This is an optimization exercise on Yosys and OpenROAD, whose aim is small area, a short achievable clock period and few clock cycles, not a production implementation. At most, simulation tests tie the RTL to the original design; equivalence was not proved. The flow treats the clock pin as an ideal source, which a real chip does not have.

==> 03-19: inputs <==
// poly1305
module poly1305(
  input rst_ni,
  input clk,
  input [127:0] r,
  input [127:0] s,
  input [127:0] m,
  input fb,
  input ld,
  input first,
  output [127:0] p,
  output rdy);
clock: 12.0 ns
lec_check: 0
cap_margin: 50
cell_pad_in_sites_detail_placement: 1
cell_pad_in_sites_global_placement: 1
core_margin: 2
core_utilization: 30
gpl_routability_driven: 1
place_density: 0.45
setup_slack_margin: 5
slew_margin: 70
synth_hierarchical: 1
standard.sh (not shown) runs the stock make flow with config.mk's settings and CLKGATE_MAP_FILE= SYNTH_SCRIPT=/design/flow/synth_recipe.tcl, a recipe that flattens the netlist after the stock synthesis.
==> flow/flow/run.sh <==
#!/bin/bash
# Standard layout (standard.sh), with two changes to how it is made:
#  - the port buffers are sky130_fd_sc_hd__buf_2 cells (every port is still buffered);
#  - extra setup repair passes (repair_timing) after placement and after CTS.
# Each tool's full output goes to its own log in this folder.
set -euo pipefail
R=orfs/results/sky130hd/poly1305/base
MARGIN=${REPAIR_MARGIN:-7}
export BUFFER_PORTS_ARGS="-buffer_cell sky130_fd_sc_hd__buf_2"
bash standard.sh synth > 1_synth.log 2>&1
bash standard.sh floorplan > 2_floorplan.log 2>&1
bash standard.sh place > 3_place.log 2>&1
STAGE_ODB=$R/3_place.odb STAGE_SDC=$R/3_place.sdc MARGIN=$MARGIN PAD=1 \
  openroad -exit -no_init flow/repair.tcl > 3_extra_repair.log 2>&1
bash standard.sh cts > 4_cts.log 2>&1
STAGE_ODB=$R/4_cts.odb STAGE_SDC=$R/4_cts.sdc MARGIN=$MARGIN PAD=1 PROPAGATED=1 \
  openroad -exit -no_init flow/repair.tcl > 4_extra_repair.log 2>&1
bash standard.sh finish > 5_finish.log 2>&1
==> flow/flow/repair.tcl <==
# Extra setup repair on a placed (or clock-tree) database, then re-legalize.
# env: STAGE_ODB, STAGE_SDC, MARGIN, PAD
read_liberty $::env(FLOW_HOME)/platforms/sky130hd/lib/sky130_fd_sc_hd__tt_025C_1v80.lib
read_db $::env(STAGE_ODB)
read_sdc $::env(STAGE_SDC)
source $::env(FLOW_HOME)/platforms/sky130hd/setRC.tcl
if {[info exists ::env(PROPAGATED)]} { set_propagated_clock [all_clocks] }
set_dont_use [list sky130_fd_sc_hd__probe_p_8 sky130_fd_sc_hd__probec_p_8 sky130_fd_sc_hd__lpflow_*]
estimate_parasitics -placement
report_worst_slack
report_design_area
repair_timing -setup -setup_margin $::env(MARGIN) -verbose
if {[info exists ::env(PROPAGATED)]} { repair_timing -hold -hold_margin 0.05 -verbose }
set_placement_padding -global -left $::env(PAD) -right $::env(PAD)
detailed_placement
check_placement -verbose
estimate_parasitics -placement
report_worst_slack
report_design_area
write_db $::env(STAGE_ODB)
==> 12-20: changes against 03-19 <==
--- a/flow/design.v
+++ b/flow/design.v
@@ -2726,11 +2726,14 @@
   addc0 u_c0 (.a({1'b0, m[W-1:0]}), .b(first ? {(W+1){1'b0}} : apre), .ci(1'b0), .s(c0s), .co(c0co));
   wire [W+1:0] chunk0 = {c0co, c0s};
   wire [W:0] chunk1a = {1'b0, M[W-1:0]} + {1'b0, first_r ? {W{1'b0}} : A[2*W-1:W]} + {{W{1'b0}}, ca[0]};
   wire [W+1:0] chunk1 = {1'b0, chunk1a} + {{W{1'b0}}, ca[1], 1'b0};
   wire [W+1:0] chunk = load ? chunk0 : chunk1;
-  wire [W:0] plow = ~({1'b0, LsN} + {1'b0, LcN} + {{W{1'b0}}, clN});    
+  wire [W-1:0] LsI = LsN | {W{it[0]}};
+  wire [W-1:0] LcI = LcN | {W{it[0]}};
+  wire clI = clN | it[0];
+  wire [W:0] plow = ~({1'b0, LsI} + {1'b0, LcI} + {{W{1'b0}}, clI});    
   wire cxco;    
   carrycx u_cx (.a(LsN[19:0]), .b(LcN[19:0]), .ci(clN), .co(cxco));
   wire cxN = cxco;
   wire pp0_0 = ~((D1[0] & R[0]) | (D3[0] & R3[0]));
   wire pp0_1 = ~((D1[0] & R[1]) | (D2[0] & R[0]) | (D3[0] & R3[1]));
@@ -5705,24 +5708,24 @@
       A <= '0;
       c5r <= 1'b0;
       apre <= '0;
     end else begin
       apre <= {1'b0, A[W-1:0]} + {{(W-2){1'b0}}, c5r, 1'b0, c5r};
-      if (iter) A <= {plow[W-1:0], A[NB-1:W]};
-      else if (f1) A <= {{(NB-131){1'b0}}, xsN};
-      else if (f1b) begin
+      if (f1b) begin
         A <= {{(NB-130){1'b0}}, X[129:0]};
         c5r <= cX;
       end
+      else if (iter) A <= {plow[W-1:0], A[NB-1:W]};
+      else if (f1) A <= {{(NB-131){1'b0}}, xsN};
     end
   end
   always @(posedge clk) begin
-    if (load) M <= {{(W-1){1'b0}}, fb, m[127:W]};
+    if (f2) M <= pv;
+    else if (load) M <= {{(W-1){1'b0}}, fb, m[127:W]};
     else if (iter) M <= M >> W;
     else if (f1) M <= xcN[127:0];
-    else if (f1b) M <= s;
-    else M <= pv;
+    else M <= s;
     XT <= xcN[130:128];
     R <= {rc[123], rc[122], rc[121], rc[120], rc[119], rc[118], rc[117], rc[116], rc[115], rc[114], rc[113], rc[112], rc[111], rc[110], rc[109], rc[108], rc[107], rc[106], rc[105], rc[104], rc[103], rc[102], rc[101], rc[100], rc[99], rc[98], rc[91], rc[90], rc[89], rc[88], rc[87], rc[86], rc[85], rc[84], rc[83], rc[82], rc[81], rc[80], rc[79], rc[78], rc[77], rc[76], rc[75], rc[74], rc[73], rc[72], rc[71], rc[70], rc[69], rc[68], rc[67], rc[66], rc[59], rc[58], rc[57], rc[56], rc[55], rc[54], rc[53], rc[52], rc[51], rc[50], rc[49], rc[48], rc[47], rc[46], rc[45], rc[44], rc[43], rc[42], rc[41], rc[40], rc[39], rc[38], rc[37], rc[36], rc[35], rc[34], rc[27], rc[26], rc[25], rc[24], rc[23], rc[22], rc[21], rc[20], rc[19], rc[18], rc[17], rc[16], rc[15], rc[14], rc[13], rc[12], rc[11], rc[10], rc[9], rc[8], rc[7], rc[6], rc[5], rc[4], rc[3], rc[2], rc[1], rc[0]};
     R3 <= {rc3[125], rc3[124], rc3[123], rc3[122], rc3[121], rc3[120], rc3[119], rc3[118], rc3[117], rc3[116], rc3[115], rc3[114], rc3[113], rc3[112], rc3[111], rc3[110], rc3[109], rc3[108], rc3[107], rc3[106], rc3[105], rc3[104], rc3[103], rc3[102], rc3[101], rc3[100], rc3[99], rc3[98], rc3[93], rc3[92], rc3[91], rc3[90], rc3[89], rc3[88], rc3[87], rc3[86], rc3[85], rc3[84], rc3[83], rc3[82], rc3[81], rc3[80], rc3[79], rc3[78], rc3[77], rc3[76], rc3[75], rc3[74], rc3[73], rc3[72], rc3[71], rc3[70], rc3[69], rc3[68], rc3[67], rc3[66], rc3[61], rc3[60], rc3[59], rc3[58], rc3[57], rc3[56], rc3[55], rc3[54], rc3[53], rc3[52], rc3[51], rc3[50], rc3[49], rc3[48], rc3[47], rc3[46], rc3[45], rc3[44], rc3[43], rc3[42], rc3[41], rc3[40], rc3[39], rc3[38], rc3[37], rc3[36], rc3[35], rc3[34], rc3[29], rc3[28], rc3[27], rc3[26], rc3[25], rc3[24], rc3[23], rc3[22], rc3[21], rc3[20], rc3[19], rc3[18], rc3[17], rc3[16], rc3[15], rc3[14], rc3[13], rc3[12], rc3[11], rc3[10], rc3[9], rc3[8], rc3[7], rc3[6], rc3[5], rc3[4], rc3[3], rc3[2], rc3[1], rc3[0]};
     ca <= chunk[W+1:W];
     first_r <= first;
@@ -5732,10 +5735,10 @@
     D1N <= ~{~chunk[21] & chunk[20], ~chunk[19] & chunk[18], ~chunk[17] & chunk[16], ~chunk[15] & chunk[14], ~chunk[13] & chunk[12], ~chunk[11] & chunk[10], ~chunk[9] & chunk[8], ~chunk[7] & chunk[6], ~chunk[5] & chunk[4], ~chunk[3] & chunk[2], ~chunk[1] & chunk[0]};
     D2N <= ~{chunk[21] & ~chunk[20], chunk[19] & ~chunk[18], chunk[17] & ~chunk[16], chunk[15] & ~chunk[14], chunk[13] & ~chunk[12], chunk[11] & ~chunk[10], chunk[9] & ~chunk[8], chunk[7] & ~chunk[6], chunk[5] & ~chunk[4], chunk[3] & ~chunk[2], chunk[1] & ~chunk[0]};
     D3N <= ~{chunk[21] & chunk[20], chunk[19] & chunk[18], chunk[17] & chunk[16], chunk[15] & chunk[14], chunk[13] & chunk[12], chunk[11] & chunk[10], chunk[9] & chunk[8], chunk[7] & chunk[6], chunk[5] & chunk[4], chunk[3] & chunk[2], chunk[1] & chunk[0]};
     HsN <= tsN[145:W];
     HcN <= tcN[145:W];
-    LsN <= load ? '1 : tsN[W-1:0];
-    LcN <= load ? '1 : tcN[W-1:0];
-    cl <= load ? 1'b0 : plow[W];
+    LsN <= tsN[W-1:0];
+    LcN <= tcN[W-1:0];
+    cl <= plow[W];
   end
 endmodule
--- a/flow/flow/run.sh
+++ b/flow/flow/run.sh
@@ -1,14 +1,16 @@
 #!/bin/bash
 # Standard layout (standard.sh), with two changes to how it is made:
 #  - the port buffers are sky130_fd_sc_hd__buf_2 cells (every port is still buffered);
-#  - extra setup repair passes (repair_timing) after placement and after CTS.
+#  - extra setup repair passes (repair_timing) after placement and after CTS;
+#  - delay cells (clkdlybuf4s*, dlygate*, dlymetal*) are not used for buffering.
 # Each tool's full output goes to its own log in this folder.
 set -euo pipefail
 R=orfs/results/sky130hd/poly1305/base
 MARGIN=${REPAIR_MARGIN:-7}
 export BUFFER_PORTS_ARGS="-buffer_cell sky130_fd_sc_hd__buf_2"
+export DONT_USE_CELLS="sky130_fd_sc_hd__clkdlybuf4s15_1 sky130_fd_sc_hd__clkdlybuf4s15_2 sky130_fd_sc_hd__clkdlybuf4s18_1 sky130_fd_sc_hd__clkdlybuf4s18_2 sky130_fd_sc_hd__clkdlybuf4s25_1 sky130_fd_sc_hd__clkdlybuf4s25_2 sky130_fd_sc_hd__clkdlybuf4s50_1 sky130_fd_sc_hd__clkdlybuf4s50_2 sky130_fd_sc_hd__dlygate4sd1_1 sky130_fd_sc_hd__dlygate4sd2_1 sky130_fd_sc_hd__dlygate4sd3_1 sky130_fd_sc_hd__dlymetal6s2s_1 sky130_fd_sc_hd__dlymetal6s4s_1 sky130_fd_sc_hd__dlymetal6s6s_1"
 bash standard.sh synth > 1_synth.log 2>&1
 bash standard.sh floorplan > 2_floorplan.log 2>&1
 bash standard.sh place > 3_place.log 2>&1
 STAGE_ODB=$R/3_place.odb STAGE_SDC=$R/3_place.sdc MARGIN=$MARGIN PAD=1 \
   openroad -exit -no_init flow/repair.tcl > 3_extra_repair.log 2>&1
--- a/flow/flow/repair.tcl
+++ b/flow/flow/repair.tcl
@@ -3,11 +3,11 @@
 read_liberty $::env(FLOW_HOME)/platforms/sky130hd/lib/sky130_fd_sc_hd__tt_025C_1v80.lib
 read_db $::env(STAGE_ODB)
 read_sdc $::env(STAGE_SDC)
 source $::env(FLOW_HOME)/platforms/sky130hd/setRC.tcl
 if {[info exists ::env(PROPAGATED)]} { set_propagated_clock [all_clocks] }
-set_dont_use [list sky130_fd_sc_hd__probe_p_8 sky130_fd_sc_hd__probec_p_8 sky130_fd_sc_hd__lpflow_*]
+set_dont_use [list sky130_fd_sc_hd__probe_p_8 sky130_fd_sc_hd__probec_p_8 sky130_fd_sc_hd__lpflow_* sky130_fd_sc_hd__clkdlybuf4s* sky130_fd_sc_hd__dlygate* sky130_fd_sc_hd__dlymetal*]
 estimate_parasitics -placement
 report_worst_slack
 report_design_area
 repair_timing -setup -setup_margin $::env(MARGIN) -verbose
 if {[info exists ::env(PROPAGATED)]} { repair_timing -hold -hold_margin 0.05 -verbose }
==> 07-08: changes against 03-19 <==
--- a/flow/flow/run.sh
+++ b/flow/flow/run.sh
@@ -1,14 +1,16 @@
 #!/bin/bash
 # Standard layout (standard.sh), with two changes to how it is made:
 #  - the port buffers are sky130_fd_sc_hd__buf_2 cells (every port is still buffered);
-#  - extra setup repair passes (repair_timing) after placement and after CTS.
+#  - extra setup repair passes (repair_timing) after placement and after CTS;
+#  - delay cells (clkdlybuf4s*, dlygate*, dlymetal*) are not used for buffering.
 # Each tool's full output goes to its own log in this folder.
 set -euo pipefail
 R=orfs/results/sky130hd/poly1305/base
-MARGIN=${REPAIR_MARGIN:-7}
+MARGIN=${REPAIR_MARGIN:-8}
 export BUFFER_PORTS_ARGS="-buffer_cell sky130_fd_sc_hd__buf_2"
+export DONT_USE_CELLS="sky130_fd_sc_hd__clkdlybuf4s15_1 sky130_fd_sc_hd__clkdlybuf4s15_2 sky130_fd_sc_hd__clkdlybuf4s18_1 sky130_fd_sc_hd__clkdlybuf4s18_2 sky130_fd_sc_hd__clkdlybuf4s25_1 sky130_fd_sc_hd__clkdlybuf4s25_2 sky130_fd_sc_hd__clkdlybuf4s50_1 sky130_fd_sc_hd__clkdlybuf4s50_2 sky130_fd_sc_hd__dlygate4sd1_1 sky130_fd_sc_hd__dlygate4sd2_1 sky130_fd_sc_hd__dlygate4sd3_1 sky130_fd_sc_hd__dlymetal6s2s_1 sky130_fd_sc_hd__dlymetal6s4s_1 sky130_fd_sc_hd__dlymetal6s6s_1"
 bash standard.sh synth > 1_synth.log 2>&1
 bash standard.sh floorplan > 2_floorplan.log 2>&1
 bash standard.sh place > 3_place.log 2>&1
 STAGE_ODB=$R/3_place.odb STAGE_SDC=$R/3_place.sdc MARGIN=$MARGIN PAD=1 \
   openroad -exit -no_init flow/repair.tcl > 3_extra_repair.log 2>&1
--- a/flow/flow/repair.tcl
+++ b/flow/flow/repair.tcl
@@ -3,11 +3,11 @@
 read_liberty $::env(FLOW_HOME)/platforms/sky130hd/lib/sky130_fd_sc_hd__tt_025C_1v80.lib
 read_db $::env(STAGE_ODB)
 read_sdc $::env(STAGE_SDC)
 source $::env(FLOW_HOME)/platforms/sky130hd/setRC.tcl
 if {[info exists ::env(PROPAGATED)]} { set_propagated_clock [all_clocks] }
-set_dont_use [list sky130_fd_sc_hd__probe_p_8 sky130_fd_sc_hd__probec_p_8 sky130_fd_sc_hd__lpflow_*]
+set_dont_use [list sky130_fd_sc_hd__probe_p_8 sky130_fd_sc_hd__probec_p_8 sky130_fd_sc_hd__lpflow_* sky130_fd_sc_hd__clkdlybuf4s* sky130_fd_sc_hd__dlygate* sky130_fd_sc_hd__dlymetal*]
 estimate_parasitics -placement
 report_worst_slack
 report_design_area
 repair_timing -setup -setup_margin $::env(MARGIN) -verbose
 if {[info exists ::env(PROPAGATED)]} { repair_timing -hold -hold_margin 0.05 -verbose }
==> 08-14: changes against 03-19 <==
--- a/flow/design.v
+++ b/flow/design.v
@@ -2685,18 +2685,20 @@
   assign rc3[128] = 1'b0;
   assign rc3[129] = 1'b0;
   reg idle;             
   reg [K-1:0] it;       
   reg f1, f1b, f2, done;
+  reg it0n;             
   wire load = idle | done;
   wire iter = |it;
   always @(posedge clk or negedge rst_ni) begin
     if (!rst_ni) begin
-      idle <= 1'b1; it <= '0; f1 <= 1'b0; f1b <= 1'b0; f2 <= 1'b0; done <= 1'b0;
+      idle <= 1'b1; it0n <= 1'b1; it <= '0; f1 <= 1'b0; f1b <= 1'b0; f2 <= 1'b0; done <= 1'b0;
     end else begin
       idle <= (idle & ~ld) | done;
       it <= {it[K-2:0], idle & ld};
+      it0n <= ~(idle & ld);
       f1 <= it[K-1];
       f1b <= f1;
       f2 <= f1b;
       done <= f2;
     end
@@ -2715,22 +2717,25 @@
   reg c5r;                  
   reg [123:0] HsN, HcN;    
   reg [W-1:0] LsN, LcN;     
   reg cl;                   
   wire [123:0] HsI = HsN | {124{it[0]}};
-  wire [123:0] HcI = HcN | {124{it[0]}};
+  wire [123:0] HcI = HcN | {124{~it0n}};    
   wire clN = ~cl;
   wire [NB-1:0] AN = ~A;
   assign p = M;
   wire [W:0] c0s;
   wire c0co;
   addc0 u_c0 (.a({1'b0, m[W-1:0]}), .b(first ? {(W+1){1'b0}} : apre), .ci(1'b0), .s(c0s), .co(c0co));
   wire [W+1:0] chunk0 = {c0co, c0s};
   wire [W:0] chunk1a = {1'b0, M[W-1:0]} + {1'b0, first_r ? {W{1'b0}} : A[2*W-1:W]} + {{W{1'b0}}, ca[0]};
   wire [W+1:0] chunk1 = {1'b0, chunk1a} + {{W{1'b0}}, ca[1], 1'b0};
   wire [W+1:0] chunk = load ? chunk0 : chunk1;
-  wire [W:0] plow = ~({1'b0, LsN} + {1'b0, LcN} + {{W{1'b0}}, clN});    
+  wire [W-1:0] LsI = LsN | {W{it[0]}};
+  wire [W-1:0] LcI = LcN | {W{it[0]}};
+  wire clI = clN | it[0];
+  wire [W:0] plow = ~({1'b0, LsI} + {1'b0, LcI} + {{W{1'b0}}, clI});    
   wire cxco;    
   carrycx u_cx (.a(LsN[19:0]), .b(LcN[19:0]), .ci(clN), .co(cxco));
   wire cxN = cxco;
   wire pp0_0 = ~((D1[0] & R[0]) | (D3[0] & R3[0]));
   wire pp0_1 = ~((D1[0] & R[1]) | (D2[0] & R[0]) | (D3[0] & R3[1]));
@@ -5705,24 +5710,24 @@
       A <= '0;
       c5r <= 1'b0;
       apre <= '0;
     end else begin
       apre <= {1'b0, A[W-1:0]} + {{(W-2){1'b0}}, c5r, 1'b0, c5r};
-      if (iter) A <= {plow[W-1:0], A[NB-1:W]};
-      else if (f1) A <= {{(NB-131){1'b0}}, xsN};
-      else if (f1b) begin
+      if (f1b) begin
         A <= {{(NB-130){1'b0}}, X[129:0]};
         c5r <= cX;
       end
+      else if (iter) A <= {plow[W-1:0], A[NB-1:W]};
+      else if (f1) A <= {{(NB-131){1'b0}}, xsN};
     end
   end
   always @(posedge clk) begin
-    if (load) M <= {{(W-1){1'b0}}, fb, m[127:W]};
+    if (f2) M <= pv;
+    else if (load) M <= {{(W-1){1'b0}}, fb, m[127:W]};
     else if (iter) M <= M >> W;
     else if (f1) M <= xcN[127:0];
-    else if (f1b) M <= s;
-    else M <= pv;
+    else M <= s;
     XT <= xcN[130:128];
     R <= {rc[123], rc[122], rc[121], rc[120], rc[119], rc[118], rc[117], rc[116], rc[115], rc[114], rc[113], rc[112], rc[111], rc[110], rc[109], rc[108], rc[107], rc[106], rc[105], rc[104], rc[103], rc[102], rc[101], rc[100], rc[99], rc[98], rc[91], rc[90], rc[89], rc[88], rc[87], rc[86], rc[85], rc[84], rc[83], rc[82], rc[81], rc[80], rc[79], rc[78], rc[77], rc[76], rc[75], rc[74], rc[73], rc[72], rc[71], rc[70], rc[69], rc[68], rc[67], rc[66], rc[59], rc[58], rc[57], rc[56], rc[55], rc[54], rc[53], rc[52], rc[51], rc[50], rc[49], rc[48], rc[47], rc[46], rc[45], rc[44], rc[43], rc[42], rc[41], rc[40], rc[39], rc[38], rc[37], rc[36], rc[35], rc[34], rc[27], rc[26], rc[25], rc[24], rc[23], rc[22], rc[21], rc[20], rc[19], rc[18], rc[17], rc[16], rc[15], rc[14], rc[13], rc[12], rc[11], rc[10], rc[9], rc[8], rc[7], rc[6], rc[5], rc[4], rc[3], rc[2], rc[1], rc[0]};
     R3 <= {rc3[125], rc3[124], rc3[123], rc3[122], rc3[121], rc3[120], rc3[119], rc3[118], rc3[117], rc3[116], rc3[115], rc3[114], rc3[113], rc3[112], rc3[111], rc3[110], rc3[109], rc3[108], rc3[107], rc3[106], rc3[105], rc3[104], rc3[103], rc3[102], rc3[101], rc3[100], rc3[99], rc3[98], rc3[93], rc3[92], rc3[91], rc3[90], rc3[89], rc3[88], rc3[87], rc3[86], rc3[85], rc3[84], rc3[83], rc3[82], rc3[81], rc3[80], rc3[79], rc3[78], rc3[77], rc3[76], rc3[75], rc3[74], rc3[73], rc3[72], rc3[71], rc3[70], rc3[69], rc3[68], rc3[67], rc3[66], rc3[61], rc3[60], rc3[59], rc3[58], rc3[57], rc3[56], rc3[55], rc3[54], rc3[53], rc3[52], rc3[51], rc3[50], rc3[49], rc3[48], rc3[47], rc3[46], rc3[45], rc3[44], rc3[43], rc3[42], rc3[41], rc3[40], rc3[39], rc3[38], rc3[37], rc3[36], rc3[35], rc3[34], rc3[29], rc3[28], rc3[27], rc3[26], rc3[25], rc3[24], rc3[23], rc3[22], rc3[21], rc3[20], rc3[19], rc3[18], rc3[17], rc3[16], rc3[15], rc3[14], rc3[13], rc3[12], rc3[11], rc3[10], rc3[9], rc3[8], rc3[7], rc3[6], rc3[5], rc3[4], rc3[3], rc3[2], rc3[1], rc3[0]};
     ca <= chunk[W+1:W];
     first_r <= first;
@@ -5732,10 +5737,10 @@
     D1N <= ~{~chunk[21] & chunk[20], ~chunk[19] & chunk[18], ~chunk[17] & chunk[16], ~chunk[15] & chunk[14], ~chunk[13] & chunk[12], ~chunk[11] & chunk[10], ~chunk[9] & chunk[8], ~chunk[7] & chunk[6], ~chunk[5] & chunk[4], ~chunk[3] & chunk[2], ~chunk[1] & chunk[0]};
     D2N <= ~{chunk[21] & ~chunk[20], chunk[19] & ~chunk[18], chunk[17] & ~chunk[16], chunk[15] & ~chunk[14], chunk[13] & ~chunk[12], chunk[11] & ~chunk[10], chunk[9] & ~chunk[8], chunk[7] & ~chunk[6], chunk[5] & ~chunk[4], chunk[3] & ~chunk[2], chunk[1] & ~chunk[0]};
     D3N <= ~{chunk[21] & chunk[20], chunk[19] & chunk[18], chunk[17] & chunk[16], chunk[15] & chunk[14], chunk[13] & chunk[12], chunk[11] & chunk[10], chunk[9] & chunk[8], chunk[7] & chunk[6], chunk[5] & chunk[4], chunk[3] & chunk[2], chunk[1] & chunk[0]};
     HsN <= tsN[145:W];
     HcN <= tcN[145:W];
-    LsN <= load ? '1 : tsN[W-1:0];
-    LcN <= load ? '1 : tcN[W-1:0];
-    cl <= load ? 1'b0 : plow[W];
+    LsN <= tsN[W-1:0];
+    LcN <= tcN[W-1:0];
+    cl <= plow[W];
   end
 endmodule
--- a/flow/flow/run.sh
+++ b/flow/flow/run.sh
@@ -1,9 +1,11 @@
 #!/bin/bash
-# Standard layout (standard.sh), with two changes to how it is made:
+# Standard layout (standard.sh), with these changes to how it is made:
 #  - the port buffers are sky130_fd_sc_hd__buf_2 cells (every port is still buffered);
-#  - extra setup repair passes (repair_timing) after placement and after CTS.
+#  - extra setup repair passes (repair_timing) after placement and after CTS;
+#  - in those passes, delay cells (clkdlybuf4s*, dlygate*, dlymetal*) left as buffers by
+#    earlier repair steps are swapped for sky130_fd_sc_hd__buf_2.
 # Each tool's full output goes to its own log in this folder.
 set -euo pipefail
 R=orfs/results/sky130hd/poly1305/base
 MARGIN=${REPAIR_MARGIN:-7}
 export BUFFER_PORTS_ARGS="-buffer_cell sky130_fd_sc_hd__buf_2"
--- a/flow/flow/repair.tcl
+++ b/flow/flow/repair.tcl
@@ -3,11 +3,21 @@
 read_liberty $::env(FLOW_HOME)/platforms/sky130hd/lib/sky130_fd_sc_hd__tt_025C_1v80.lib
 read_db $::env(STAGE_ODB)
 read_sdc $::env(STAGE_SDC)
 source $::env(FLOW_HOME)/platforms/sky130hd/setRC.tcl
 if {[info exists ::env(PROPAGATED)]} { set_propagated_clock [all_clocks] }
-set_dont_use [list sky130_fd_sc_hd__probe_p_8 sky130_fd_sc_hd__probec_p_8 sky130_fd_sc_hd__lpflow_*]
+set_dont_use [list sky130_fd_sc_hd__probe_p_8 sky130_fd_sc_hd__probec_p_8 sky130_fd_sc_hd__lpflow_* sky130_fd_sc_hd__clkdlybuf4s* sky130_fd_sc_hd__dlygate* sky130_fd_sc_hd__dlymetal*]
+# swap delay-cell buffers left by earlier repair steps for plain buffers
+set nswap 0
+foreach inst [[ord::get_db_block] getInsts] {
+  set m [[$inst getMaster] getName]
+  if {[string match "sky130_fd_sc_hd__clkdlybuf4s*" $m] || [string match "sky130_fd_sc_hd__dlygate*" $m] || [string match "sky130_fd_sc_hd__dlymetal*" $m]} {
+    replace_cell [get_cells [$inst getName]] sky130_fd_sc_hd__buf_2
+    incr nswap
+  }
+}
+puts "swapped $nswap delay cells"
 estimate_parasitics -placement
 report_worst_slack
 report_design_area
 repair_timing -setup -setup_margin $::env(MARGIN) -verbose
 if {[info exists ::env(PROPAGATED)]} { repair_timing -hold -hold_margin 0.05 -verbose }
==> flow/config.mk (replaced) <==
export PLATFORM = sky130hd
export DESIGN_NAME = poly1305
export DESIGN_NICKNAME = poly1305
export VERILOG_FILES = /design/flow/design.v
export SDC_FILE = /design/flow/constraint.sdc
export NUM_CORES = 8
export LEC_CHECK = 0
export ABC_AREA = 1
export CAP_MARGIN = 20
export CELL_PAD_IN_SITES_DETAIL_PLACEMENT = 1
export CELL_PAD_IN_SITES_GLOBAL_PLACEMENT = 1
export CORE_MARGIN = 2
export CORE_UTILIZATION = 30
export GPL_ROUTABILITY_DRIVEN = 1
export PLACE_DENSITY = 0.45
export SETUP_SLACK_MARGIN = 5
export SLEW_MARGIN = 20
export SYNTH_HIERARCHICAL = 1
==> summary.md <==
| Metric | Value |
|---|---|
| Outcome | complete, no violations |
| GR Layer Usage met3 | 7.45% |
| Die Ht | 584 um |
| Drt via density | 6.22 |
| R2R Path End | M[127] |
| Levels on crit path | 19 |
| M2 GR Usage | 51.3% |
| Fmax | ~200 MHz |
| Layout cell share with drive strength beyond 1 | 19.7% |
The numbers above come from 12-20.

==> summary.md <==
| Metric | Value |
|---|---|
| Outcome | complete, no violations |
| Drt via density | between 6 and 7 |
| Fmax | 199 MHz |
| M2 GR Usage | 52.1% |
| Layout cell share with drive strength beyond 1 | approximately a fifth |
| Levels on crit path | 19 |
| GR Layer Usage met3 | 6.14% |
The numbers above come from 03-19.

==> summary.md <==
| Metric | Value |
|---|---|
| Outcome | complete, no violations |
| Fmax | 208 MHz |
| GR Layer Usage met3 | 7.64% |
| Drt via density | ~6.2 |
| M2 GR Usage | a little over half |
| Die Ht | between 500 and 600 um |
| DRC Markers | 0 |
| Max Slew Vio Count | 0 |
The numbers above come from 07-08.

==> summary.md <==
| Metric | Value |
|---|---|
| Outcome | complete, no violations |
| Drt via density | 5.68 |
| M2 GR Usage | around 53% |
| R2R Path End | A[34] |
| Layout cell share with drive strength beyond 1 | under 10% |
| Top layer in use | met5 |
| Area growth, synth to finish | 10.5% |
| Number of max-cap violations | 0 |
| GR Layer Usage met3 | slightly below 8% |
| Die Ht | between 600 and 700 um |
| Fmax | 196 MHz |
The numbers above come from 08-14.

Testbench counts of 12-20, summed over its fixed seeds: cycles 5,624.
The RTL of 03-19, 07-08 and 08-14 was laid out without a check of its function.

[static timing again, ports no longer ideal]
No port has a modelled driver above. Below, the same layouts with a new extraction and two added sets of constraints. Step 1 (the two cells are an assumption about what drives the block):
set clk [get_ports {clk}]
set_driving_cell -lib_cell sky130_fd_sc_hd__clkbuf_16 $clk
set_driving_cell -lib_cell sky130_fd_sc_hd__buf_2 [delete_from_list [all_inputs] $clk]
Step 2 adds t to the input delays and takes it off the output delays; t is the mean of the earliest and latest rising clock arrival at the registers after step 1. Input paths then give back, and output paths get back, about the clock's delay inside the block. Slacks: no drivers / after step 1 / after step 2; pairs: no drivers / after step 1.
run | t, ns | setup WS [ns] | worst hold slack (ns) | worst slew at a driven data input, ns | pins driven straight from the clock port
03-19 | 0.963 | 6.965 / 6.965 / 6.789 | 0.360 / 0.360 / 0.360 | 0.23 | 1
12-20 | 1.008 | 7.067 / 7.067 / 6.527 | 0.374 / 0.374 / 0.374 | 0.21 | 1
07-08 | 0.945 | 7.185 / 7.185 / 6.613 | 0.357 / 0.357 / 0.357 | 0.22 | 1
08-14 | 0.986 | 6.885 / 6.885 / 6.885 | 0.380 / 0.380 / 0.380 | 0.15 | 1
After both steps setup and hold are still met in every run listed. For 07-08, which loses most, drivers alone change the setup slack by 0.000 ns; drivers and shift together by -0.572 ns.
